From an optimization exercise on the open Yosys and OpenROAD flow, aimed at small area and a short achievable clock period; shortcuts taken in it are not production practice. The RTL was checked by simulation tests, not by an equivalence proof against the original design. Power figures rest on the tool's default switching activity, not on a simulated workload.

$ cat flow/config.mk
export PLATFORM = sky130hd
export DESIGN_NAME = PE_array
export DESIGN_NICKNAME = PE_array
export VERILOG_FILES = /design/flow/design.v
export SDC_FILE = /design/flow/constraint.sdc
export NUM_CORES = 4
export LEC_CHECK = 0
export CAP_MARGIN = 20
export CORE_MARGIN = 2
export CORE_UTILIZATION = 40
export PLACE_DENSITY = 0.6
export SETUP_SLACK_MARGIN = 2.4
export SLEW_MARGIN = 20
export SYNTH_HIERARCHICAL = 1
export SYNTH_MINIMUM_KEEP_SIZE = 0
$ cat flow/constraint.sdc
create_clock -name core_clock -period 6.5 [get_ports {clk}]
set_input_delay 1.3000 -clock core_clock [delete_from_list [all_inputs] [get_ports {clk}]]
set_output_delay 1.3000 -clock core_clock [all_outputs]
set_load 0.01 [all_outputs]
$ cat flow/design.v
module PE (
	input              clk          ,
	input              rst_n        ,
	input              reset_pe     ,
	input              write_out_en ,
	input      [15:0]  top_in       ,
	input      [15:0]  left_in      ,
	input      [15:0]  mac_in       ,
	output reg [15:0]  bottom_out   ,
	output reg [15:0]  right_out    ,
	output reg [15:0]  mac_out
);
	wire [15:0] pp0 = {16{left_in[0]}} & top_in[15:0];
	wire [14:0] pp1 = {15{left_in[1]}} & top_in[14:0];
	wire [13:0] pp2 = {14{left_in[2]}} & top_in[13:0];
	wire [12:0] pp3 = {13{left_in[3]}} & top_in[12:0];
	wire [11:0] pp4 = {12{left_in[4]}} & top_in[11:0];
	wire [10:0] pp5 = {11{left_in[5]}} & top_in[10:0];
	wire [9:0] pp6 = {10{left_in[6]}} & top_in[9:0];
	wire [8:0] pp7 = {9{left_in[7]}} & top_in[8:0];
	wire [7:0] pp8 = {8{left_in[8]}} & top_in[7:0];
	wire [6:0] pp9 = {7{left_in[9]}} & top_in[6:0];
	wire [5:0] pp10 = {6{left_in[10]}} & top_in[5:0];
	wire [4:0] pp11 = {5{left_in[11]}} & top_in[4:0];
	wire [3:0] pp12 = {4{left_in[12]}} & top_in[3:0];
	wire [2:0] pp13 = {3{left_in[13]}} & top_in[2:0];
	wire [1:0] pp14 = {2{left_in[14]}} & top_in[1:0];
	wire [0:0] pp15 = {1{left_in[15]}} & top_in[0:0];
	reg  [15:0] accs ;
	reg  [15:9] accc ;
	wire n0, n1;
	HA u_n0 (.a(accs[0]), .b(pp0[0]), .s(n0), .co(n1));
	wire n2, n3;
	FA u_n2 (.a(accs[1]), .b(pp0[1]), .c(pp1[0]), .s(n2), .co(n3));
	wire n4, n5;
	HA u_n4 (.a(n1), .b(n2), .s(n4), .co(n5));
	wire n6, n7;
	FA u_n6 (.a(accs[2]), .b(pp0[2]), .c(pp1[1]), .s(n6), .co(n7));
	wire n8, n9;
	FA u_n8 (.a(pp2[0]), .b(n3), .c(n6), .s(n8), .co(n9));
	wire n10, n11;
	HA u_n10 (.a(n5), .b(n8), .s(n10), .co(n11));
	wire n12, n13;
	FA u_n12 (.a(accs[3]), .b(pp0[3]), .c(pp1[2]), .s(n12), .co(n13));
	wire n14, n15;
	FA u_n14 (.a(pp2[1]), .b(pp3[0]), .c(n7), .s(n14), .co(n15));
	wire n16, n17;
	FA u_n16 (.a(n12), .b(n14), .c(n9), .s(n16), .co(n17));
	wire n18, n19;
	HA u_n18 (.a(n11), .b(n16), .s(n18), .co(n19));
	wire n20, n21;
	FA u_n20 (.a(accs[4]), .b(pp0[4]), .c(pp1[3]), .s(n20), .co(n21));
	wire n22, n23;
	FA u_n22 (.a(pp2[2]), .b(pp3[1]), .c(pp4[0]), .s(n22), .co(n23));
	wire n24, n25;
	FA u_n24 (.a(n13), .b(n20), .c(n22), .s(n24), .co(n25));
	wire n26, n27;
	FA u_n26 (.a(n15), .b(n24), .c(n17), .s(n26), .co(n27));
	wire n28, n29;
	HA u_n28 (.a(n19), .b(n26), .s(n28), .co(n29));
	wire n30, n31;
	FA u_n30 (.a(accs[5]), .b(pp0[5]), .c(pp1[4]), .s(n30), .co(n31));
	wire n32, n33;
	FA u_n32 (.a(pp2[3]), .b(pp3[2]), .c(pp4[1]), .s(n32), .co(n33));
	wire n34, n35;
	FA u_n34 (.a(pp5[0]), .b(n21), .c(n23), .s(n34), .co(n35));
	wire n36, n37;
	FA u_n36 (.a(n30), .b(n32), .c(n25), .s(n36), .co(n37));
	wire n38, n39;
	FAX u_n38 (.a(n34), .b(n36), .c(n27), .s(n38), .co(n39));
	wire n40, n41;
	FA u_n40 (.a(accs[6]), .b(pp0[6]), .c(pp1[5]), .s(n40), .co(n41));
	wire n42, n43;
	FA u_n42 (.a(pp2[4]), .b(pp3[3]), .c(pp4[2]), .s(n42), .co(n43));
	wire n44, n45;
	FA u_n44 (.a(pp5[1]), .b(pp6[0]), .c(n31), .s(n44), .co(n45));
	wire n46, n47;
	FA u_n46 (.a(n33), .b(n40), .c(n42), .s(n46), .co(n47));
	wire n48, n49;
	FA u_n48 (.a(n35), .b(n44), .c(n46), .s(n48), .co(n49));
	wire n50, n51;
	HA u_n50 (.a(n37), .b(n48), .s(n50), .co(n51));
	wire n52, n53;
	FA u_n52 (.a(accs[7]), .b(pp0[7]), .c(pp1[6]), .s(n52), .co(n53));
	wire n54, n55;
	FA u_n54 (.a(pp2[5]), .b(pp3[4]), .c(pp4[3]), .s(n54), .co(n55));
	wire n56, n57;
	FA u_n56 (.a(pp5[2]), .b(pp6[1]), .c(pp7[0]), .s(n56), .co(n57));
	wire n58, n59;
	FA u_n58 (.a(n41), .b(n43), .c(n52), .s(n58), .co(n59));
	wire n60, n61;
	FA u_n60 (.a(n54), .b(n56), .c(n45), .s(n60), .co(n61));
	wire n62, n63;
	FA u_n62 (.a(n47), .b(n58), .c(n60), .s(n62), .co(n63));
	wire n64, n65;
	HA u_n64 (.a(n49), .b(n51), .s(n64), .co(n65));
	wire n66, n67;
	FA u_n66 (.a(accs[8]), .b(pp0[8]), .c(pp1[7]), .s(n66), .co(n67));
	wire n68, n69;
	FA u_n68 (.a(pp2[6]), .b(pp3[5]), .c(pp4[4]), .s(n68), .co(n69));
	wire n70, n71;
	FA u_n70 (.a(pp5[3]), .b(pp6[2]), .c(pp7[1]), .s(n70), .co(n71));
	wire n72, n73;
	FA u_n72 (.a(pp8[0]), .b(n53), .c(n55), .s(n72), .co(n73));
	wire n74, n75;
	FA u_n74 (.a(n57), .b(n66), .c(n68), .s(n74), .co(n75));
	wire n76, n77;
	FA u_n76 (.a(n70), .b(n59), .c(n72), .s(n76), .co(n77));
	wire n78, n79;
	FA u_n78 (.a(n74), .b(n61), .c(n76), .s(n78), .co(n79));
	wire n80, n81;
	HA u_n80 (.a(n63), .b(n78), .s(n80), .co(n81));
	wire n82, n83;
	FA u_n82 (.a(accc[9]), .b(accs[9]), .c(pp0[9]), .s(n82), .co(n83));
	wire n84, n85;
	FA u_n84 (.a(pp1[8]), .b(pp2[7]), .c(pp3[6]), .s(n84), .co(n85));
	wire n86, n87;
	FA u_n86 (.a(pp4[5]), .b(pp5[4]), .c(pp6[3]), .s(n86), .co(n87));
	wire n88, n89;
	FA u_n88 (.a(pp7[2]), .b(pp8[1]), .c(pp9[0]), .s(n88), .co(n89));
	wire n90, n91;
	FA u_n90 (.a(n67), .b(n69), .c(n71), .s(n90), .co(n91));
	wire n92, n93;
	FA u_n92 (.a(n82), .b(n84), .c(n86), .s(n92), .co(n93));
	wire n94, n95;
	FA u_n94 (.a(n88), .b(n73), .c(n75), .s(n94), .co(n95));
	wire n96, n97;
	FA u_n96 (.a(n90), .b(n92), .c(n77), .s(n96), .co(n97));
	wire n98, n99;
	FAX u_n98 (.a(n94), .b(n79), .c(n96), .s(n98), .co(n99));
	wire n100, n101;
	HA u_n100 (.a(n81), .b(n98), .s(n100), .co(n101));
	wire n102, n103;
	FA u_n102 (.a(accc[10]), .b(accs[10]), .c(pp0[10]), .s(n102), .co(n103));
	wire n104, n105;
	FA u_n104 (.a(pp10[0]), .b(pp1[9]), .c(pp2[8]), .s(n104), .co(n105));
	wire n106, n107;
	FA u_n106 (.a(pp3[7]), .b(pp4[6]), .c(pp5[5]), .s(n106), .co(n107));
	wire n108, n109;
	FA u_n108 (.a(pp6[4]), .b(pp7[3]), .c(pp8[2]), .s(n108), .co(n109));
	wire n110, n111;
	FA u_n110 (.a(pp9[1]), .b(n83), .c(n85), .s(n110), .co(n111));
	wire n112, n113;
	FA u_n112 (.a(n87), .b(n89), .c(n102), .s(n112), .co(n113));
	wire n114, n115;
	FA u_n114 (.a(n104), .b(n106), .c(n108), .s(n114), .co(n115));
	wire n116, n117;
	FA u_n116 (.a(n91), .b(n110), .c(n93), .s(n116), .co(n117));
	wire n118, n119;
	FA u_n118 (.a(n112), .b(n114), .c(n95), .s(n118), .co(n119));
	wire n120, n121;
	FAX u_n120 (.a(n116), .b(n97), .c(n118), .s(n120), .co(n121));
	wire n122, n123;
	HA u_n122 (.a(n120), .b(n99), .s(n122), .co(n123));
	wire n124, n125;
	FA u_n124 (.a(accc[11]), .b(accs[11]), .c(pp0[11]), .s(n124), .co(n125));
	wire n126, n127;
	FA u_n126 (.a(pp10[1]), .b(pp11[0]), .c(pp1[10]), .s(n126), .co(n127));
	wire n128, n129;
	FA u_n128 (.a(pp2[9]), .b(pp3[8]), .c(pp4[7]), .s(n128), .co(n129));
	wire n130, n131;
	FA u_n130 (.a(pp5[6]), .b(pp6[5]), .c(pp7[4]), .s(n130), .co(n131));
	wire n132, n133;
	FA u_n132 (.a(pp8[3]), .b(pp9[2]), .c(n103), .s(n132), .co(n133));
	wire n134, n135;
	FA u_n134 (.a(n105), .b(n107), .c(n109), .s(n134), .co(n135));
	wire n136, n137;
	FA u_n136 (.a(n124), .b(n126), .c(n128), .s(n136), .co(n137));
	wire n138, n139;
	FA u_n138 (.a(n130), .b(n111), .c(n113), .s(n138), .co(n139));
	wire n140, n141;
	FA u_n140 (.a(n115), .b(n132), .c(n134), .s(n140), .co(n141));
	wire n142, n143;
	FA u_n142 (.a(n136), .b(n117), .c(n138), .s(n142), .co(n143));
	wire n144, n145;
	FAX u_n144 (.a(n140), .b(n119), .c(n142), .s(n144), .co(n145));
	wire n146, n147;
	HA u_n146 (.a(n144), .b(n121), .s(n146), .co(n147));
	wire n148, n149;
	FA u_n148 (.a(accc[12]), .b(accs[12]), .c(pp0[12]), .s(n148), .co(n149));
	wire n150, n151;
	FA u_n150 (.a(pp10[2]), .b(pp11[1]), .c(pp12[0]), .s(n150), .co(n151));
	wire n152, n153;
	FA u_n152 (.a(pp1[11]), .b(pp2[10]), .c(pp3[9]), .s(n152), .co(n153));
	wire n154, n155;
	FA u_n154 (.a(pp4[8]), .b(pp5[7]), .c(pp6[6]), .s(n154), .co(n155));
	wire n156, n157;
	FA u_n156 (.a(pp7[5]), .b(pp8[4]), .c(pp9[3]), .s(n156), .co(n157));
	wire n158, n159;
	FA u_n158 (.a(n125), .b(n127), .c(n129), .s(n158), .co(n159));
	wire n160, n161;
	FA u_n160 (.a(n131), .b(n148), .c(n150), .s(n160), .co(n161));
	wire n162, n163;
	FA u_n162 (.a(n152), .b(n154), .c(n156), .s(n162), .co(n163));
	wire n164, n165;
	FA u_n164 (.a(n133), .b(n135), .c(n137), .s(n164), .co(n165));
	wire n166, n167;
	FA u_n166 (.a(n158), .b(n160), .c(n162), .s(n166), .co(n167));
	wire n168, n169;
	FA u_n168 (.a(n139), .b(n141), .c(n164), .s(n168), .co(n169));
	wire n170, n171;
	FAX u_n170 (.a(n166), .b(n143), .c(n168), .s(n170), .co(n171));
	wire n172, n173;
	HA u_n172 (.a(n170), .b(n145), .s(n172), .co(n173));
	wire n174, n175;
	FA u_n174 (.a(accc[13]), .b(accs[13]), .c(pp0[13]), .s(n174), .co(n175));
	wire n176, n177;
	FA u_n176 (.a(pp10[3]), .b(pp11[2]), .c(pp12[1]), .s(n176), .co(n177));
	wire n178, n179;
	FA u_n178 (.a(pp13[0]), .b(pp1[12]), .c(pp2[11]), .s(n178), .co(n179));
	wire n180, n181;
	FA u_n180 (.a(pp3[10]), .b(pp4[9]), .c(pp5[8]), .s(n180), .co(n181));
	wire n182, n183;
	FA u_n182 (.a(pp6[7]), .b(pp7[6]), .c(pp8[5]), .s(n182), .co(n183));
	wire n184, n185;
	FA u_n184 (.a(pp9[4]), .b(n149), .c(n151), .s(n184), .co(n185));
	wire n186, n187;
	FA u_n186 (.a(n153), .b(n155), .c(n157), .s(n186), .co(n187));
	wire n188, n189;
	FA u_n188 (.a(n174), .b(n176), .c(n178), .s(n188), .co(n189));
	wire n190, n191;
	FA u_n190 (.a(n180), .b(n182), .c(n159), .s(n190), .co(n191));
	wire n192, n193;
	FA u_n192 (.a(n161), .b(n163), .c(n184), .s(n192), .co(n193));
	wire n194, n195;
	FA u_n194 (.a(n186), .b(n188), .c(n165), .s(n194), .co(n195));
	wire n196, n197;
	FA u_n196 (.a(n190), .b(n167), .c(n192), .s(n196), .co(n197));
	wire n198, n199;
	FAX u_n198 (.a(n169), .b(n194), .c(n196), .s(n198), .co(n199));
	wire n200, n201;
	HA u_n200 (.a(n198), .b(n171), .s(n200), .co(n201));
	wire n202, n203;
	FA u_n202 (.a(accc[14]), .b(accs[14]), .c(pp0[14]), .s(n202), .co(n203));
	wire n204, n205;
	FA u_n204 (.a(pp10[4]), .b(pp11[3]), .c(pp12[2]), .s(n204), .co(n205));
	wire n206, n207;
	FA u_n206 (.a(pp13[1]), .b(pp14[0]), .c(pp1[13]), .s(n206), .co(n207));
	wire n208, n209;
	FA u_n208 (.a(pp2[12]), .b(pp3[11]), .c(pp4[10]), .s(n208), .co(n209));
	wire n210, n211;
	FA u_n210 (.a(pp5[9]), .b(pp6[8]), .c(pp7[7]), .s(n210), .co(n211));
	wire n212, n213;
	FA u_n212 (.a(pp8[6]), .b(pp9[5]), .c(n175), .s(n212), .co(n213));
	wire n214, n215;
	FA u_n214 (.a(n177), .b(n179), .c(n181), .s(n214), .co(n215));
	wire n216, n217;
	FA u_n216 (.a(n183), .b(n202), .c(n204), .s(n216), .co(n217));
	wire n218, n219;
	FA u_n218 (.a(n206), .b(n208), .c(n210), .s(n218), .co(n219));
	wire n220, n221;
	FA u_n220 (.a(n185), .b(n187), .c(n189), .s(n220), .co(n221));
	wire n222, n223;
	FA u_n222 (.a(n212), .b(n214), .c(n216), .s(n222), .co(n223));
	wire n224, n225;
	FA u_n224 (.a(n218), .b(n191), .c(n193), .s(n224), .co(n225));
	wire n226, n227;
	FAX u_n226 (.a(n220), .b(n222), .c(n195), .s(n226), .co(n227));
	wire n228, n229;
	FAX u_n228 (.a(n197), .b(n224), .c(n226), .s(n228), .co(n229));
	wire n230, n231;
	HA u_n230 (.a(n199), .b(n228), .s(n230), .co(n231));
	wire n232;
	X2 u_n232 (.a(accc[15]), .b(accs[15]), .y(n232));
	wire n233;
	X2 u_n233 (.a(n232), .b(pp0[15]), .y(n233));
	wire n234;
	X2 u_n234 (.a(pp10[5]), .b(pp11[4]), .y(n234));
	wire n235;
	X2 u_n235 (.a(pp12[3]), .b(pp13[2]), .y(n235));
	wire n236;
	X2 u_n236 (.a(pp14[1]), .b(pp15[0]), .y(n236));
	wire n237;
	X2 u_n237 (.a(pp1[14]), .b(pp2[13]), .y(n237));
	wire n238;
	X2 u_n238 (.a(pp3[12]), .b(pp4[11]), .y(n238));
	wire n239;
	X2 u_n239 (.a(pp5[10]), .b(pp6[9]), .y(n239));
	wire n240;
	X2 u_n240 (.a(pp7[8]), .b(pp8[7]), .y(n240));
	wire n241;
	X2 u_n241 (.a(pp9[6]), .b(n233), .y(n241));
	wire n242;
	X2 u_n242 (.a(n234), .b(n235), .y(n242));
	wire n243;
	X2 u_n243 (.a(n236), .b(n237), .y(n243));
	wire n244;
	X2 u_n244 (.a(n238), .b(n239), .y(n244));
	wire n245;
	X2 u_n245 (.a(n240), .b(n241), .y(n245));
	wire n246;
	X2 u_n246 (.a(n242), .b(n243), .y(n246));
	wire n247;
	X2 u_n247 (.a(n244), .b(n203), .y(n247));
	wire n248;
	X2 u_n248 (.a(n205), .b(n207), .y(n248));
	wire n249;
	X2 u_n249 (.a(n209), .b(n211), .y(n249));
	wire n250;
	X2 u_n250 (.a(n245), .b(n246), .y(n250));
	wire n251;
	X2 u_n251 (.a(n247), .b(n248), .y(n251));
	wire n252;
	X2 u_n252 (.a(n249), .b(n250), .y(n252));
	wire n253;
	X2 u_n253 (.a(n251), .b(n213), .y(n253));
	wire n254;
	X2 u_n254 (.a(n215), .b(n217), .y(n254));
	wire n255;
	X2 u_n255 (.a(n219), .b(n252), .y(n255));
	wire n256;
	X2 u_n256 (.a(n253), .b(n254), .y(n256));
	wire n257;
	X2 u_n257 (.a(n255), .b(n256), .y(n257));
	wire n258;
	X2 u_n258 (.a(n221), .b(n223), .y(n258));
	wire n259;
	X2 u_n259 (.a(n257), .b(n258), .y(n259));
	wire n260;
	X2 u_n260 (.a(n225), .b(n259), .y(n260));
	wire n261;
	X2 u_n261 (.a(n260), .b(n227), .y(n261));
	wire n262;
	X2 u_n262 (.a(n261), .b(n229), .y(n262));
	wire [15:0] ra = {n231, n201, n173, n147, n123, n101, n100, n65, n62, n50, n29, n28, n18, n10, n4, n0};
	wire [15:0] rb = {n262, n230, n200, n172, n146, n122, 1'b0, n80, n64, n39, n38, 1'b0, 1'b0, 1'b0, 1'b0, 1'b0};
	wire [4:0] blk = ra[8:5] + rb[8:5];
	wire [15:0] nxs = {ra[15:9], blk[3:0], ra[4:0]};
	wire [15:9] nxc = {rb[15:10], blk[4]};
	wire [15:0] acc = {accs[15:9] + accc[15:9], accs[8:0]} ;
	always @(posedge clk or negedge rst_n) begin
		if (!rst_n) begin
			accs       <= 16'd0 ;
			accc       <= 7'd0 ;
			bottom_out <= 16'd0 ;
			right_out  <= 16'd0 ;
			mac_out    <= 16'd0 ;
		end
		else begin
			accs       <= reset_pe ? 16'd0 : nxs ;
			accc       <= reset_pe ? 7'd0 : nxc ;
			bottom_out <= top_in ;
			right_out  <= left_in ;
			mac_out    <= write_out_en ? mac_in : acc ;
		end
	end
endmodule
module FA (input a, input b, input c, output s, output co);
	assign s  = a ^ b ^ c ;
	assign co = (a & b) | (a & c) | (b & c) ;
endmodule
module BS (input a1, input a0, input one, input two, input neg, output y);
	assign y = ((one & a1) | (two & a0)) ^ neg ;
endmodule
module FAX (input a, input b, input c, output s, output co);
	wire ab ;
	X2 u_x0 (.a(a), .b(b), .y(ab));
	X2 u_x1 (.a(ab), .b(c), .y(s));
	MJ u_mj (.a(a), .b(b), .c(c), .y(co));
endmodule
module MJ (input a, input b, input c, output y);
	assign y = (a & b) | (a & c) | (b & c) ;
endmodule
module X2 (input a, input b, output y);
	assign y = a ^ b ;
endmodule
module XN2 (input a, input b, output y);
	assign y = ~(a ^ b) ;
endmodule
module HA (input a, input b, output s, output co);
	assign s  = a ^ b ;
	assign co = a & b ;
endmodule
module PE_array #(
    parameter DATA_WIDTH    = 16 ,
    parameter SYSTOLIC_SIZE = 4
) (
    input                                       clk          ,
    input                                       rst_n        ,
    input                                       reset_pe     ,
    input                                       write_out_en ,
    input  [SYSTOLIC_SIZE * DATA_WIDTH - 1 : 0] wgt_in       ,
    input  [SYSTOLIC_SIZE * DATA_WIDTH - 1 : 0] ifm_in       ,
    output [SYSTOLIC_SIZE * DATA_WIDTH - 1 : 0] ofm_out
);
    wire [15:0] dn  [0:3][0:3] ;
    wire [15:0] rt  [0:3][0:3] ;
    wire [15:0] mo  [0:3][0:3] ;
    PE pe_0_0 (
        .clk (clk), .rst_n (rst_n), .reset_pe (reset_pe), .write_out_en (write_out_en),
        .top_in (wgt_in[15:0]), .left_in (ifm_in[15:0]), .mac_in (mo[0][1]),
        .bottom_out (dn[0][0]), .right_out (rt[0][0]), .mac_out (mo[0][0])
    );
    PE pe_0_1 (
        .clk (clk), .rst_n (rst_n), .reset_pe (reset_pe), .write_out_en (write_out_en),
        .top_in (wgt_in[31:16]), .left_in (rt[0][0]), .mac_in (mo[0][2]),
        .bottom_out (dn[0][1]), .right_out (rt[0][1]), .mac_out (mo[0][1])
    );
    PE pe_0_2 (
        .clk (clk), .rst_n (rst_n), .reset_pe (reset_pe), .write_out_en (write_out_en),
        .top_in (wgt_in[47:32]), .left_in (rt[0][1]), .mac_in (mo[0][3]),
        .bottom_out (dn[0][2]), .right_out (rt[0][2]), .mac_out (mo[0][2])
    );
    PE pe_0_3 (
        .clk (clk), .rst_n (rst_n), .reset_pe (reset_pe), .write_out_en (write_out_en),
        .top_in (wgt_in[63:48]), .left_in (rt[0][2]), .mac_in (16'd0),
        .bottom_out (dn[0][3]), .right_out (rt[0][3]), .mac_out (mo[0][3])
    );
    PE pe_1_0 (
        .clk (clk), .rst_n (rst_n), .reset_pe (reset_pe), .write_out_en (write_out_en),
        .top_in (dn[0][0]), .left_in (ifm_in[31:16]), .mac_in (mo[1][1]),
        .bottom_out (dn[1][0]), .right_out (rt[1][0]), .mac_out (mo[1][0])
    );
    PE pe_1_1 (
        .clk (clk), .rst_n (rst_n), .reset_pe (reset_pe), .write_out_en (write_out_en),
        .top_in (dn[0][1]), .left_in (rt[1][0]), .mac_in (mo[1][2]),
        .bottom_out (dn[1][1]), .right_out (rt[1][1]), .mac_out (mo[1][1])
    );
    PE pe_1_2 (
        .clk (clk), .rst_n (rst_n), .reset_pe (reset_pe), .write_out_en (write_out_en),
        .top_in (dn[0][2]), .left_in (rt[1][1]), .mac_in (mo[1][3]),
        .bottom_out (dn[1][2]), .right_out (rt[1][2]), .mac_out (mo[1][2])
    );
    PE pe_1_3 (
        .clk (clk), .rst_n (rst_n), .reset_pe (reset_pe), .write_out_en (write_out_en),
        .top_in (dn[0][3]), .left_in (rt[1][2]), .mac_in (16'd0),
        .bottom_out (dn[1][3]), .right_out (rt[1][3]), .mac_out (mo[1][3])
    );
    PE pe_2_0 (
        .clk (clk), .rst_n (rst_n), .reset_pe (reset_pe), .write_out_en (write_out_en),
        .top_in (dn[1][0]), .left_in (ifm_in[47:32]), .mac_in (mo[2][1]),
        .bottom_out (dn[2][0]), .right_out (rt[2][0]), .mac_out (mo[2][0])
    );
    PE pe_2_1 (
        .clk (clk), .rst_n (rst_n), .reset_pe (reset_pe), .write_out_en (write_out_en),
        .top_in (dn[1][1]), .left_in (rt[2][0]), .mac_in (mo[2][2]),
        .bottom_out (dn[2][1]), .right_out (rt[2][1]), .mac_out (mo[2][1])
    );
    PE pe_2_2 (
        .clk (clk), .rst_n (rst_n), .reset_pe (reset_pe), .write_out_en (write_out_en),
        .top_in (dn[1][2]), .left_in (rt[2][1]), .mac_in (mo[2][3]),
        .bottom_out (dn[2][2]), .right_out (rt[2][2]), .mac_out (mo[2][2])
    );
    PE pe_2_3 (
        .clk (clk), .rst_n (rst_n), .reset_pe (reset_pe), .write_out_en (write_out_en),
        .top_in (dn[1][3]), .left_in (rt[2][2]), .mac_in (16'd0),
        .bottom_out (dn[2][3]), .right_out (rt[2][3]), .mac_out (mo[2][3])
    );
    PE pe_3_0 (
        .clk (clk), .rst_n (rst_n), .reset_pe (reset_pe), .write_out_en (write_out_en),
        .top_in (dn[2][0]), .left_in (ifm_in[63:48]), .mac_in (mo[3][1]),
        .bottom_out (dn[3][0]), .right_out (rt[3][0]), .mac_out (mo[3][0])
    );
    PE pe_3_1 (
        .clk (clk), .rst_n (rst_n), .reset_pe (reset_pe), .write_out_en (write_out_en),
        .top_in (dn[2][1]), .left_in (rt[3][0]), .mac_in (mo[3][2]),
        .bottom_out (dn[3][1]), .right_out (rt[3][1]), .mac_out (mo[3][1])
    );
    PE pe_3_2 (
        .clk (clk), .rst_n (rst_n), .reset_pe (reset_pe), .write_out_en (write_out_en),
        .top_in (dn[2][2]), .left_in (rt[3][1]), .mac_in (mo[3][3]),
        .bottom_out (dn[3][2]), .right_out (rt[3][2]), .mac_out (mo[3][2])
    );
    PE pe_3_3 (
        .clk (clk), .rst_n (rst_n), .reset_pe (reset_pe), .write_out_en (write_out_en),
        .top_in (dn[2][3]), .left_in (rt[3][2]), .mac_in (16'd0),
        .bottom_out (dn[3][3]), .right_out (rt[3][3]), .mac_out (mo[3][3])
    );
    assign ofm_out[15:0] = mo[0][0] ;
    assign ofm_out[31:16] = mo[1][0] ;
    assign ofm_out[47:32] = mo[2][0] ;
    assign ofm_out[63:48] = mo[3][0] ;
endmodule
$ cat flow/run.sh
#!/bin/bash
# synth_recipe.tcl (not shown) runs the flow's synth.tcl, then flattens the netlist and writes it again
# the make line also repeats each setting of config.mk as NAME=value (left out here)
make -C /OpenROAD-flow-scripts/flow DESIGN_CONFIG=/design/flow/config.mk WORK_HOME=/design/flow/orfs CLKGATE_MAP_FILE= SYNTH_SCRIPT=/design/flow/synth_recipe.tcl finish
==> flow_summary.html, run 1 <==
<table>
<tr><th>Metric</th><th>Value</th></tr>
<tr><th colspan="2">Floorplan</th></tr>
<tr><td>DIE AREA</td><td>0.232 sq mm</td></tr>
<tr><td>Vert. Die Dim</td><td>482 um</td></tr>
<tr><td>Core Area</td><td>between 0.2 and 0.25 sq mm</td></tr>
<tr><td>Number of placement rows</td><td>175</td></tr>
<tr><td>Initial Util</td><td>40.2%</td></tr>
<tr><td>Die X</td><td>482 um</td></tr>
<tr><td>Num ports</td><td>196</td></tr>
<tr><th colspan="2">Synthesis</th></tr>
<tr><td>Average instance area after synthesis</td><td>approximately 12 sq um</td></tr>
<tr><td>Number of instances in the synthesized netlist</td><td>7377</td></tr>
<tr><td>Netlist Area Pre-Place</td><td>0.0913 sq mm</td></tr>
<tr><td>Number of warning messages in the yosys log</td><td>8</td></tr>
<tr><th colspan="2">Clocking</th></tr>
<tr><td>Worst-path clk slew</td><td>~0.07 ns</td></tr>
<tr><td># hold bufs at CTS</td><td>0</td></tr>
<tr><td>Htree depth</td><td>3</td></tr>
<tr><td>Clock root buffer</td><td>clkbuf_16</td></tr>
<tr><td>Clock buffers created by TritonCTS</td><td>113</td></tr>
<tr><td>Number of buffers on the longest clock path</td><td>3</td></tr>
<tr><td>CTS Sinks</td><td>about 1000</td></tr>
<tr><td>Clock tree from TritonCTS</td><td>built</td></tr>
<tr><td>Worst-Skew Late Latency</td><td>0.77 ns</td></tr>
<tr><th colspan="2">STA</th></tr>
<tr><td>Fin. max-slew vios</td><td>0</td></tr>
<tr><td>Worst-case headroom to the max-slew limit</td><td>32.3%</td></tr>
<tr><td>Unrepaired setup endpoints after global routing</td><td>false</td></tr>
<tr><td>Setup violation total in the final timing report</td><td>0</td></tr>
<tr><td>Ratio of final minimum period to clock period</td><td>62.4%</td></tr>
<tr><td>Slew at the pin closest to its max-slew limit</td><td>about 1.0 ns</td></tr>
<tr><td>Final hold viol count</td><td>0</td></tr>
<tr><td>Final total negative setup slack</td><td>0 ns</td></tr>
<tr><td>Max Fclk</td><td>0.246 GHz</td></tr>
<tr><td>Time the final worst path needs with I/O delays and setup</td><td>4.06 ns</td></tr>
<tr><td>Setup Skew</td><td>~0.04 ns</td></tr>
<tr><th colspan="2">Detailed routing</th></tr>
<tr><td>Detailed-route via count</td><td>54300</td></tr>
<tr><td>Number of remaining DRC errors</td><td>0</td></tr>
<tr><td>Drt via density</td><td>5.10</td></tr>
<tr><td>Average detailed-routed wire length per instance</td><td>~22 um</td></tr>
<tr><td>First-pass iteration count of the detailed router</td><td>5</td></tr>
<tr><td>Starting DRC count in detailed routing</td><td>2902</td></tr>
<tr><td>Final wirelength</td><td>239000 um</td></tr>
<tr><td>Number of nets with antenna violations after detailed routing</td><td>0</td></tr>
<tr><th colspan="2">Critical path</th></tr>
<tr><td>Cell-by-cell listing of the critical path</td><td>dlygate4sd2_1 -&gt; and2_1 -&gt; fa_1 -&gt; fa_2 -&gt; fa_1 -&gt; fa_1 -&gt; maj3_2 -&gt; ha_1 -&gt; nor2b_1</td></tr>
<tr><td>Crit path buf inv count</td><td>1</td></tr>
<tr><td>Launch instance of the worst register-to-register path</td><td>pe_1_2.right_out[1]$_DFF_PN0_</td></tr>
<tr><td>Critical path's top delay family</td><td>adder cells</td></tr>
<tr><td>Data arrival time at the worst-slack endpoint</td><td>4.67 ns</td></tr>
<tr><td>Stage delay of the slowest cell on the critical path</td><td>0.59 ns</td></tr>
<tr><td>Critical Path End Type</td><td>register</td></tr>
<tr><td>Maximum net fanout on the critical path</td><td>11</td></tr>
<tr><td>Destination of the worst register-to-register timing path</td><td>pe_1_3.accc[9]$_DFF_PN0_</td></tr>
<tr><td>Cell type with the highest occurrence count on the critical path</td><td>fa_1</td></tr>
<tr><td>Setup crit start</td><td>ifm_in[22]</td></tr>
<tr><td>Worst setup path category</td><td>input port to register</td></tr>
<tr><td>Cell with the largest stage delay on the worst path</td><td>dlygate4sd2_1</td></tr>
<tr><td>Kind of start point of the critical path</td><td>input port</td></tr>
<tr><td>Depth of the critical timing path with buffers and inverters included</td><td>9</td></tr>
<tr><td>Worst Setup EP</td><td>pe_1_0.accc[14]$_DFF_PN0_</td></tr>
<tr><td>Number of cells on the worst reg-to-reg path</td><td>11</td></tr>
<tr><td>Req. time, crit path</td><td>7.11 ns</td></tr>
<tr><td>R2R Setup Slk</td><td>2.56 ns</td></tr>
<tr><th colspan="2">Placed design</th></tr>
<tr><td>Dpl hpwl</td><td>~180000 um</td></tr>
<tr><td>Cell area reported after detailed placement</td><td>0.0976 sq mm</td></tr>
<tr><td>PortBufs</td><td>195</td></tr>
<tr><td>Routability Congestion</td><td>0.869</td></tr>
<tr><th colspan="2">Global route</th></tr>
<tr><td>Largest net degree at the start of global routing</td><td>~150</td></tr>
<tr><td>Global-route wire length before repair</td><td>378000 um</td></tr>
<tr><td>GR Overflow Total</td><td>0</td></tr>
<tr><td>Number of antenna violations at the first check in global routing</td><td>27</td></tr>
<tr><td>Vias in the first global route</td><td>roughly 63000</td></tr>
<tr><td>Tot GR Track Use</td><td>21.3%</td></tr>
<tr><th colspan="2">Final layout</th></tr>
<tr><td>Fraction of layout instances using a drive strength above 1</td><td>a little under an eighth</td></tr>
<tr><td>Nets</td><td>approximately 9600</td></tr>
<tr><td>Area added between synthesis and finish</td><td>11.2%</td></tr>
<tr><td>Finished layout cell area</td><td>a little over 0.1 sq mm</td></tr>
<tr><th colspan="2">Run</th></tr>
<tr><td>Max_cap viols</td><td>0</td></tr>
<tr><th colspan="2">Power</th></tr>
<tr><td>Power per cell area</td><td>442 mW/mm^2</td></tr>
<tr><td>VDD IR-drop max</td><td>0.000287 V</td></tr>
<tr><td>Leakage power figure</td><td>46.9 nW</td></tr>
<tr><th colspan="2">Hold path</th></tr>
<tr><td>Worst hold path type</td><td>register to register</td></tr>
<tr><th colspan="2">Run status</th></tr>
<tr><td>Result of the run</td><td>timing/DRC/antenna clean</td></tr>
</table>
## worst min path at each step
stage / from / endpoint / depth (start not counted)
2_1_floorplan: pe_0_0.right_out[15]$_DFF_PN0_ / pe_0_1.right_out[15]$_DFF_PN0_ / 0
3_3_place_gp: pe_3_0.right_out[15]$_DFF_PN0_ / pe_3_1.right_out[15]$_DFF_PN0_ / 0
3_5_place_dp: pe_1_0.right_out[15]$_DFF_PN0_ / pe_1_1.right_out[15]$_DFF_PN0_ / 0
4_1_cts: pe_1_0.right_out[15]$_DFF_PN0_ / pe_1_1.right_out[15]$_DFF_PN0_ / 0
5_1_grt: pe_1_0.right_out[15]$_DFF_PN0_ / pe_1_1.right_out[15]$_DFF_PN0_ / 0
6_report: pe_1_0.right_out[15]$_DFF_PN0_ / pe_1_1.right_out[15]$_DFF_PN0_ / 0
## routing by layer
layer  part of all wire (%)  up-vias  GRT usage, %  wire (um)
li1                       -    23500             -          -
met1                     43    29100          28.5     102000
met2                     50     1308          36.5     119000
met3                    4.4      357          2.91      10500
met4                    2.6       16          5.30       6090
met5                  0.037        -             0         89
## per-stage QoR
| stage | util [%] | power [mW] | hold slack (ns) | std cells | setup WS (ns) |
|---|---|---|---|---|---|
| 5_1_grt | 44.7 | 49.8 | 0.391 | 10600 | 2.40 |
| 3_3_place_gp | 42.9 | 37.5 | 0.374 | 10400 | 1.18 |
| 2_1_floorplan | - | 31.7 | 0.347 | 7440 | 2.28 |
| 6_report | 44.7 | 44.9 | 0.385 | 10600 | 2.44 |
| 4_1_cts | 44.7 | 45.6 | 0.380 | 10600 | 2.40 |
| 3_5_place_dp | 42.9 | 38.2 | 0.377 | 10400 | 1.09 |
## where the power goes
group / internal [mW] / switching, mW / leakage, nW
clock network: 4.20 / 2.86 / 1.97
registers: 7.99 / 1.59 / 12.5
logic: 14.8 / 13.5 / 32.4
## cells in the final DEF (no fill, tap or decap), types with 38 or more instances in the layout
cell,count
and2_1,2129
fa_1,1361
dfrtp_1,968
xor2_1,800
ha_1,344
nor2b_1,320
mux2_2,176
fa_2,175
maj3_2,128
clkbuf_16,115
nand2_1,96
a21oi_1,89
clkdlybuf4s50_1,81
o21ai_0,80
xnor2_1,64
a21o_1,64
nor2_1,64
conb_1,64
and2_4,47
clkbuf_2,44
ha_4,38
## layout make-up
type / instances / area (sq um)
clock inverter: 64 / 898
fill: 20800 / 126000
clock buffer: 150 / 3230
tap: 3009 / 3760
inverter: 16 / 60.1
timing repair buffer: 227 / 2040
sequential: 1008 / 25300
multi-input combinational: 6160 / 66300
antenna: 10 / 25.0
## repair_timing
action | in CTS | in global routing
resized for setup | 132 | 155
setup endpoints to repair | 121 | 60
pin swaps | 0 | 1
setup buffers | 0 | 9
==> inputs of run 2 (changes only) <==
--- a/flow/design.v
+++ b/flow/design.v
@@ -56,5 +56,5 @@
 	FA u_n24 (.a(n13), .b(n20), .c(n22), .s(n24), .co(n25));
 	wire n26, n27;
-	FA u_n26 (.a(n15), .b(n24), .c(n17), .s(n26), .co(n27));
+	FAX u_n26 (.a(n15), .b(n24), .c(n17), .s(n26), .co(n27));
 	wire n28, n29;
 	HA u_n28 (.a(n19), .b(n26), .s(n28), .co(n29));
@@ -92,5 +92,5 @@
 	FA u_n60 (.a(n54), .b(n56), .c(n45), .s(n60), .co(n61));
 	wire n62, n63;
-	FA u_n62 (.a(n47), .b(n58), .c(n60), .s(n62), .co(n63));
+	FAX u_n62 (.a(n47), .b(n58), .c(n60), .s(n62), .co(n63));
 	wire n64, n65;
 	HA u_n64 (.a(n49), .b(n51), .s(n64), .co(n65));
@@ -108,7 +108,7 @@
 	FA u_n76 (.a(n70), .b(n59), .c(n72), .s(n76), .co(n77));
 	wire n78, n79;
-	FA u_n78 (.a(n74), .b(n61), .c(n76), .s(n78), .co(n79));
+	FAX u_n78 (.a(n74), .b(n61), .c(n76), .s(n78), .co(n79));
 	wire n80, n81;
-	HA u_n80 (.a(n63), .b(n78), .s(n80), .co(n81));
+	HA u_n80 (.a(n78), .b(n63), .s(n80), .co(n81));
 	wire n82, n83;
 	FA u_n82 (.a(accc[9]), .b(accs[9]), .c(pp0[9]), .s(n82), .co(n83));
@@ -126,7 +126,7 @@
 	FA u_n94 (.a(n88), .b(n73), .c(n75), .s(n94), .co(n95));
 	wire n96, n97;
-	FA u_n96 (.a(n90), .b(n92), .c(n77), .s(n96), .co(n97));
+	FAX u_n96 (.a(n90), .b(n92), .c(n77), .s(n96), .co(n97));
 	wire n98, n99;
-	FAX u_n98 (.a(n94), .b(n79), .c(n96), .s(n98), .co(n99));
+	FAX u_n98 (.a(n94), .b(n96), .c(n79), .s(n98), .co(n99));
 	wire n100, n101;
 	HA u_n100 (.a(n81), .b(n98), .s(n100), .co(n101));
@@ -148,7 +148,7 @@
 	FA u_n116 (.a(n91), .b(n110), .c(n93), .s(n116), .co(n117));
 	wire n118, n119;
-	FA u_n118 (.a(n112), .b(n114), .c(n95), .s(n118), .co(n119));
+	FAX u_n118 (.a(n112), .b(n114), .c(n95), .s(n118), .co(n119));
 	wire n120, n121;
-	FAX u_n120 (.a(n116), .b(n97), .c(n118), .s(n120), .co(n121));
+	FAX u_n120 (.a(n116), .b(n118), .c(n97), .s(n120), .co(n121));
 	wire n122, n123;
 	HA u_n122 (.a(n120), .b(n99), .s(n122), .co(n123));
@@ -172,7 +172,7 @@
 	FA u_n140 (.a(n115), .b(n132), .c(n134), .s(n140), .co(n141));
 	wire n142, n143;
-	FA u_n142 (.a(n136), .b(n117), .c(n138), .s(n142), .co(n143));
+	FAX u_n142 (.a(n136), .b(n117), .c(n138), .s(n142), .co(n143));
 	wire n144, n145;
-	FAX u_n144 (.a(n140), .b(n119), .c(n142), .s(n144), .co(n145));
+	FAX u_n144 (.a(n140), .b(n142), .c(n119), .s(n144), .co(n145));
 	wire n146, n147;
 	HA u_n146 (.a(n144), .b(n121), .s(n146), .co(n147));
@@ -198,7 +198,7 @@
 	FA u_n166 (.a(n158), .b(n160), .c(n162), .s(n166), .co(n167));
 	wire n168, n169;
-	FA u_n168 (.a(n139), .b(n141), .c(n164), .s(n168), .co(n169));
+	FAX u_n168 (.a(n139), .b(n141), .c(n164), .s(n168), .co(n169));
 	wire n170, n171;
-	FAX u_n170 (.a(n166), .b(n143), .c(n168), .s(n170), .co(n171));
+	FAX u_n170 (.a(n166), .b(n168), .c(n143), .s(n170), .co(n171));
 	wire n172, n173;
 	HA u_n172 (.a(n170), .b(n145), .s(n172), .co(n173));
@@ -224,9 +224,9 @@
 	FA u_n192 (.a(n161), .b(n163), .c(n184), .s(n192), .co(n193));
 	wire n194, n195;
-	FA u_n194 (.a(n186), .b(n188), .c(n165), .s(n194), .co(n195));
+	FAX u_n194 (.a(n186), .b(n188), .c(n165), .s(n194), .co(n195));
 	wire n196, n197;
-	FA u_n196 (.a(n190), .b(n167), .c(n192), .s(n196), .co(n197));
+	FAX u_n196 (.a(n190), .b(n167), .c(n192), .s(n196), .co(n197));
 	wire n198, n199;
-	FAX u_n198 (.a(n169), .b(n194), .c(n196), .s(n198), .co(n199));
+	FAX u_n198 (.a(n194), .b(n196), .c(n169), .s(n198), .co(n199));
 	wire n200, n201;
 	HA u_n200 (.a(n198), .b(n171), .s(n200), .co(n201));
@@ -254,9 +254,9 @@
 	FA u_n222 (.a(n212), .b(n214), .c(n216), .s(n222), .co(n223));
 	wire n224, n225;
-	FA u_n224 (.a(n218), .b(n191), .c(n193), .s(n224), .co(n225));
+	FAX u_n224 (.a(n218), .b(n191), .c(n193), .s(n224), .co(n225));
 	wire n226, n227;
-	FAX u_n226 (.a(n220), .b(n222), .c(n195), .s(n226), .co(n227));
+	FAX u_n226 (.a(n220), .b(n222), .c(n224), .s(n226), .co(n227));
 	wire n228, n229;
-	FAX u_n228 (.a(n197), .b(n224), .c(n226), .s(n228), .co(n229));
+	FAX u_n228 (.a(n195), .b(n197), .c(n226), .s(n228), .co(n229));
 	wire n230, n231;
 	HA u_n230 (.a(n199), .b(n228), .s(n230), .co(n231));
@@ -323,6 +323,6 @@
 	wire n262;
 	X2 u_n262 (.a(n261), .b(n229), .y(n262));
-	wire [15:0] ra = {n231, n201, n173, n147, n123, n101, n100, n65, n62, n50, n29, n28, n18, n10, n4, n0};
-	wire [15:0] rb = {n262, n230, n200, n172, n146, n122, 1'b0, n80, n64, n39, n38, 1'b0, 1'b0, 1'b0, 1'b0, 1'b0};
+	wire [15:0] ra = {n231, n201, n173, n147, n146, n101, n100, n65, n62, n50, n29, n28, n18, n10, n4, n0};
+	wire [15:0] rb = {n262, n230, n200, n172, n123, n122, 1'b0, n80, n64, n39, n38, 1'b0, 1'b0, 1'b0, 1'b0, 1'b0};
 	wire [4:0] blk = ra[8:5] + rb[8:5];
 	wire [15:0] nxs = {ra[15:9], blk[3:0], ra[4:0]};
--- a/flow/config.mk
+++ b/flow/config.mk
@@ -10,5 +10,5 @@
 export CORE_UTILIZATION = 40
 export PLACE_DENSITY = 0.6
-export SETUP_SLACK_MARGIN = 2.4
+export SETUP_SLACK_MARGIN = 2.9
 export SLEW_MARGIN = 20
 export SYNTH_HIERARCHICAL = 1
==> flow_summary.html, run 2 <==
<table>
<tr><th>Metric</th><th>Value</th></tr>
<tr><th colspan="2">Run status</th></tr>
<tr><td>Result of the run</td><td>timing/DRC/antenna clean (unchanged)</td></tr>
<tr><th colspan="2">Final layout</th></tr>
<tr><td>Nets</td><td>10100 (was 9578)</td></tr>
<tr><td>Most frequent standard cell in the layout excluding fill and tap cells</td><td>and2_1 (unchanged)</td></tr>
<tr><td>Fraction of layout instances using a drive strength above 1</td><td>26.7% (was 11.9%)</td></tr>
<tr><td>Area added between synthesis and finish</td><td>17.8% (was 11.2%)</td></tr>
<tr><td>Commonest cells after routing, fill and taps aside</td><td>1979 x and2_1, 1048 x xor2_1, 916 x fa_1 (was 2129 x and2_1, 1361 x fa_1, 968 x dfrtp_1)</td></tr>
<tr><th colspan="2">Critical path</th></tr>
<tr><td>R2R Setup Slk</td><td>2.88 ns (was 2.56 ns)</td></tr>
<tr><td>Crit path buf inv count</td><td>2 (was 1)</td></tr>
<tr><td>Maximum net fanout on the critical path</td><td>8 (was 11)</td></tr>
<tr><td>Critical path's top delay family</td><td>adder cells (unchanged)</td></tr>
<tr><td>Destination of the worst register-to-register timing path</td><td>pe_0_1.accc[15]$_DFF_PN0_ (was pe_1_3.accc[9]$_DFF_PN0_)</td></tr>
<tr><td>Cell with the largest stage delay on the worst path</td><td>fa_2 (was dlygate4sd2_1)</td></tr>
<tr><td>Worst setup path category</td><td>input port to register (unchanged)</td></tr>
<tr><td>Critical Path End Type</td><td>register (unchanged)</td></tr>
<tr><td>Launch instance of the worst register-to-register path</td><td>pe_0_0.right_out[0]$_DFF_PN0_ (was pe_1_2.right_out[1]$_DFF_PN0_)</td></tr>
<tr><td>Number of cells on the worst reg-to-reg path</td><td>11 (unchanged)</td></tr>
<tr><td>Kind of start point of the critical path</td><td>input port (unchanged)</td></tr>
<tr><td>Stage delay of the slowest cell on the critical path</td><td>0.56 ns (was 0.59 ns)</td></tr>
<tr><td>Cell type with the highest occurrence count on the critical path</td><td>xor2_1 (was fa_1)</td></tr>
<tr><td>Cell-by-cell listing of the critical path</td><td>buf_12 -&gt; buf_12 -&gt; and2_4 -&gt; fa_2 -&gt; fa_2 -&gt; fa_2 -&gt; xor2_1 -&gt; xor2_1 -&gt; xor2_1 -&gt; xor2_1 -&gt; ha_1 -&gt; nor2b_4 (was dlygate4sd2_1 -&gt; and2_1 -&gt; fa_1 -&gt; fa_2 -&gt; fa_1 -&gt; fa_1 -&gt; maj3_2 -&gt; ha_1 -&gt; nor2b_1)</td></tr>
<tr><td>Req. time, crit path</td><td>7.13 ns (was 7.11 ns)</td></tr>
<tr><td>Data arrival time at the worst-slack endpoint</td><td>4.31 ns (was 4.67 ns)</td></tr>
<tr><th colspan="2">Floorplan</th></tr>
<tr><td>Vert. Die Dim</td><td>485 um (was 482 um)</td></tr>
<tr><td>Die X</td><td>485 um (was 482 um)</td></tr>
<tr><td>Core Area</td><td>0.230 sq mm (was 0.227 sq mm)</td></tr>
<tr><td>DIE AREA</td><td>0.236 sq mm (was 0.232 sq mm)</td></tr>
<tr><td>Number of placement rows</td><td>176 (was 175)</td></tr>
<tr><td>Num ports</td><td>196 (unchanged)</td></tr>
<tr><td>Initial Util</td><td>40.3% (was 40.2%)</td></tr>
<tr><th colspan="2">STA</th></tr>
<tr><td>Time the final worst path needs with I/O delays and setup</td><td>3.68 ns (was 4.06 ns)</td></tr>
<tr><td>Setup Skew</td><td>0.0363 ns (was 0.0403 ns)</td></tr>
<tr><td>Slew at the pin closest to its max-slew limit</td><td>0.896 ns (was 1.02 ns)</td></tr>
<tr><td>Worst-case setup margin in the final layout</td><td>2.82 ns (was 2.44 ns)</td></tr>
<tr><td>Final total negative setup slack</td><td>0 ns (unchanged)</td></tr>
<tr><td>Ratio of final minimum period to clock period</td><td>56.6% (was 62.4%)</td></tr>
<tr><td>Fin. max-slew vios</td><td>0 (unchanged)</td></tr>
<tr><td>Worst-case headroom to the max-slew limit</td><td>40.2% (was 32.3%)</td></tr>
<tr><td>Setup violation total in the final timing report</td><td>0 (unchanged)</td></tr>
<tr><td>Max Fclk</td><td>0.272 GHz (was 0.246 GHz)</td></tr>
<tr><td>Unrepaired setup endpoints after global routing</td><td>true (was false)</td></tr>
<tr><td>Final hold viol count</td><td>0 (unchanged)</td></tr>
<tr><th colspan="2">Placed design</th></tr>
<tr><td>Routability Congestion</td><td>0.860 (was 0.869)</td></tr>
<tr><td>Dpl hpwl</td><td>184000 um (was 180000 um)</td></tr>
<tr><td>PortBufs</td><td>195 (unchanged)</td></tr>
<tr><td>Pre-CTS setup slack</td><td>1.14 ns (was 1.09 ns)</td></tr>
<tr><th colspan="2">Global route</th></tr>
<tr><td>Number of antenna violations at the first check in global routing</td><td>16 (was 27)</td></tr>
<tr><td>Peak-usage layer in the global routing report</td><td>met2 (unchanged)</td></tr>
<tr><td>GR Overflow Total</td><td>0 (unchanged)</td></tr>
<tr><td>Largest net degree at the start of global routing</td><td>159 (was 149)</td></tr>
<tr><td>Vias in the first global route</td><td>65100 (was 62800)</td></tr>
<tr><td>GRT met1 Usage</td><td>28.7% (was 28.5%)</td></tr>
<tr><td>Global-route wire length before repair</td><td>391000 um (was 378000 um)</td></tr>
<tr><td>Tot GR Track Use</td><td>21.5% (was 21.3%)</td></tr>
<tr><td>GR Util met2</td><td>36.7% (was 36.5%)</td></tr>
<tr><td>Met3 layer usage reported by global route</td><td>3.26% (was 2.91%)</td></tr>
<tr><th colspan="2">Power</th></tr>
<tr><td>VDD IR-drop max</td><td>0.000320 V (was 0.000287 V)</td></tr>
<tr><td>Clock network power share</td><td>14.6% (was 15.7%)</td></tr>
<tr><td>Power share of the combinational group</td><td>66.3% (was 63.0%)</td></tr>
<tr><td>Leakage power figure</td><td>49.6 nW (was 46.9 nW)</td></tr>
<tr><td>Switching power total</td><td>20.1 mW (was 18.0 mW)</td></tr>
<tr><td>Power share of the sequential group</td><td>19.1% (was 21.3%)</td></tr>
<tr><td>Power per cell area</td><td>458 mW/mm^2 (was 442 mW/mm^2)</td></tr>
<tr><td>Internal power</td><td>29.9 mW (was 26.9 mW)</td></tr>
<tr><td>Switching share of total power</td><td>40.1% (was 40.0%)</td></tr>
<tr><th colspan="2">Detailed routing</th></tr>
<tr><td>Average detailed-routed wire length per instance</td><td>22.6 um (was 22.4 um)</td></tr>
<tr><td>Starting DRC count in detailed routing</td><td>2878 (was 2902)</td></tr>
<tr><td>Drt via density</td><td>5.12 (was 5.10)</td></tr>
<tr><td>First-pass iteration count of the detailed router</td><td>5 (unchanged)</td></tr>
<tr><td>Number of nets with antenna violations after detailed routing</td><td>0 (unchanged)</td></tr>
<tr><td>Final wirelength</td><td>256000 um (was 239000 um)</td></tr>
<tr><td>Detailed-route via count</td><td>58000 (was 54300)</td></tr>
<tr><td>Number of remaining DRC errors</td><td>0 (unchanged)</td></tr>
<tr><th colspan="2">Hold path</th></tr>
<tr><td>Worst hold path type</td><td>register to register (unchanged)</td></tr>
<tr><td>Worst Hold End</td><td>pe_3_1.right_out[15]$_DFF_PN0_ (was pe_1_1.right_out[15]$_DFF_PN0_)</td></tr>
<tr><td>Launch instance of the worst min-delay path</td><td>pe_3_0.right_out[15]$_DFF_PN0_ (was pe_1_0.right_out[15]$_DFF_PN0_)</td></tr>
<tr><td>Number of instances on the worst hold path</td><td>0 (unchanged)</td></tr>
<tr><th colspan="2">Clocking</th></tr>
<tr><td># hold bufs at CTS</td><td>0 (unchanged)</td></tr>
<tr><td>Htree depth</td><td>3 (unchanged)</td></tr>
<tr><td>Clock tree from TritonCTS</td><td>built (unchanged)</td></tr>
<tr><td>CTS Sinks</td><td>1008 (unchanged)</td></tr>
<tr><td>Number of buffers on the longest clock path</td><td>3 (unchanged)</td></tr>
<tr><td>Clock root buffer</td><td>clkbuf_16 (unchanged)</td></tr>
<tr><td>Worst-Skew Late Latency</td><td>0.78 ns (was 0.77 ns)</td></tr>
<tr><td>Clock buffers created by TritonCTS</td><td>116 (was 113)</td></tr>
<tr><td>Worst-path clk slew</td><td>0.06 ns (was 0.07 ns)</td></tr>
<tr><th colspan="2">Synthesis</th></tr>
<tr><td>Average instance area after synthesis</td><td>12.0 sq um (was 12.4 sq um)</td></tr>
<tr><td>Number of instances in the synthesized netlist</td><td>7697 (was 7377)</td></tr>
<tr><td>Number of warning messages in the yosys log</td><td>8 (unchanged)</td></tr>
<tr><td>Netlist Area Pre-Place</td><td>0.0927 sq mm (was 0.0913 sq mm)</td></tr>
<tr><th colspan="2">Run</th></tr>
<tr><td>Max_cap viols</td><td>0 (unchanged)</td></tr>
</table>
## run 2: worst max path at each step
| stage | from | to | cells after the start |
|---|---|---|---|
| 6_report | ifm_in[48] | pe_3_0.accc[13]$_DFF_PN0_ | 12 |
| 5_1_grt | ifm_in[48] | pe_3_0.accc[13]$_DFF_PN0_ | 12 |
| 4_1_cts | pe_0_2.bottom_out[1]$_DFF_PN0_ | pe_1_2.accc[9]$_DFF_PN0_ | 10 |
| 3_5_place_dp | ifm_in[17] | pe_1_0.accc[9]$_DFF_PN0_ | 11 |
| 3_3_place_gp | ifm_in[17] | pe_1_0.accs[8]$_DFF_PN0_ | 12 |
| 2_1_floorplan | ifm_in[4] | pe_0_0.accs[8]$_DFF_PN0_ | 11 |
## run 2: area by class of cell
| type | count | area, sq um |
|---|---|---|
| flip-flops and latches | 1008 | 25500 |
| well taps | 3026 | 3790 |
| diodes | 14 | 35.0 |
| fillers | 20600 | 121000 |
| inverters | 16 | 60.1 |
| clock inverters | 62 | 917 |
| multi-input cells | 6480 | 69900 |
| clock buffers | 155 | 3350 |
| repair buffers | 565 | 5660 |
## run 2: layer usage
layer,vias to the layer above,wire (um)
li1,25300,-
met1,30800,110000
met2,1455,126000
met3,427,12500
met4,12,7120
met5,-,66
## run 2: stage by stage
stage	cells	area [sq um]	hold slack (ns)	total power [mW]	utilization [%]
floorplan	7760	94600	0.347	33.4	-
global placement	10800	99300	0.372	39.0	43.1
detailed placement	10800	99300	0.366	39.8	43.1
CTS	11100	105000	0.399	48.3	45.7
global route	11300	109000	0.416	54.8	47.4
finish	11300	109000	0.393	50.0	47.4
## run 2: power by group through the flow
| stage | logic (mW) | clock network (mW) | registers [mW] |
|---|---|---|---|
| floorplan | 24.4 | 0 | 8.94 |
| global placement | 29.3 | 0 | 9.72 |
| detailed placement | 30.1 | 0 | 9.72 |
| CTS | 31.2 | 7.49 | 9.60 |
| global route | 37.3 | 7.74 | 9.74 |
| finish | 33.2 | 7.29 | 9.56 |
## run 2: repair_timing
item / 4_1_cts / 5_1_grt
setup endpoints to repair: 235 / 171
pin swaps: 200 / 704
gates cloned: 0 / 12
setup buffers: 151 / 180
gates resized for setup: 913 / 693

port drivers added, routing unchanged:
How much do the figures lean on ideal ports? The routed layouts below were timed once more, with nothing changed but the port constraints.
Step 1 (the two cells are an assumption about what drives the block):
set clk [get_ports {clk}]
set_driving_cell -lib_cell sky130_fd_sc_hd__clkbuf_16 $clk
set_driving_cell -lib_cell sky130_fd_sc_hd__buf_2 [delete_from_list [all_inputs] $clk]
Step 2 also shifts input and output timing later by t, the mid clock arrival at the registers, as if the neighbouring blocks saw the same clock.
a / b / c = ideal ports / drivers / drivers and shift; a / b = the first two.
| run | t, ns | slack for setup (ns) | clock arrival spread, ns | worst data-port slew with drivers (ns) |
|---|---|---|---|---|
| run 1 | 0.834 | 2.443 / 2.499 / 1.666 | 0.047 / 0.047 | 0.14 |
| run 2 | 0.851 | 2.821 / 2.850 / 2.000 | 0.043 / 0.043 | 0.23 |
After both steps setup and hold are still met in every run listed. For run 2, which loses most, drivers alone change the setup slack by +0.029 ns; drivers and shift together by -0.821 ns.
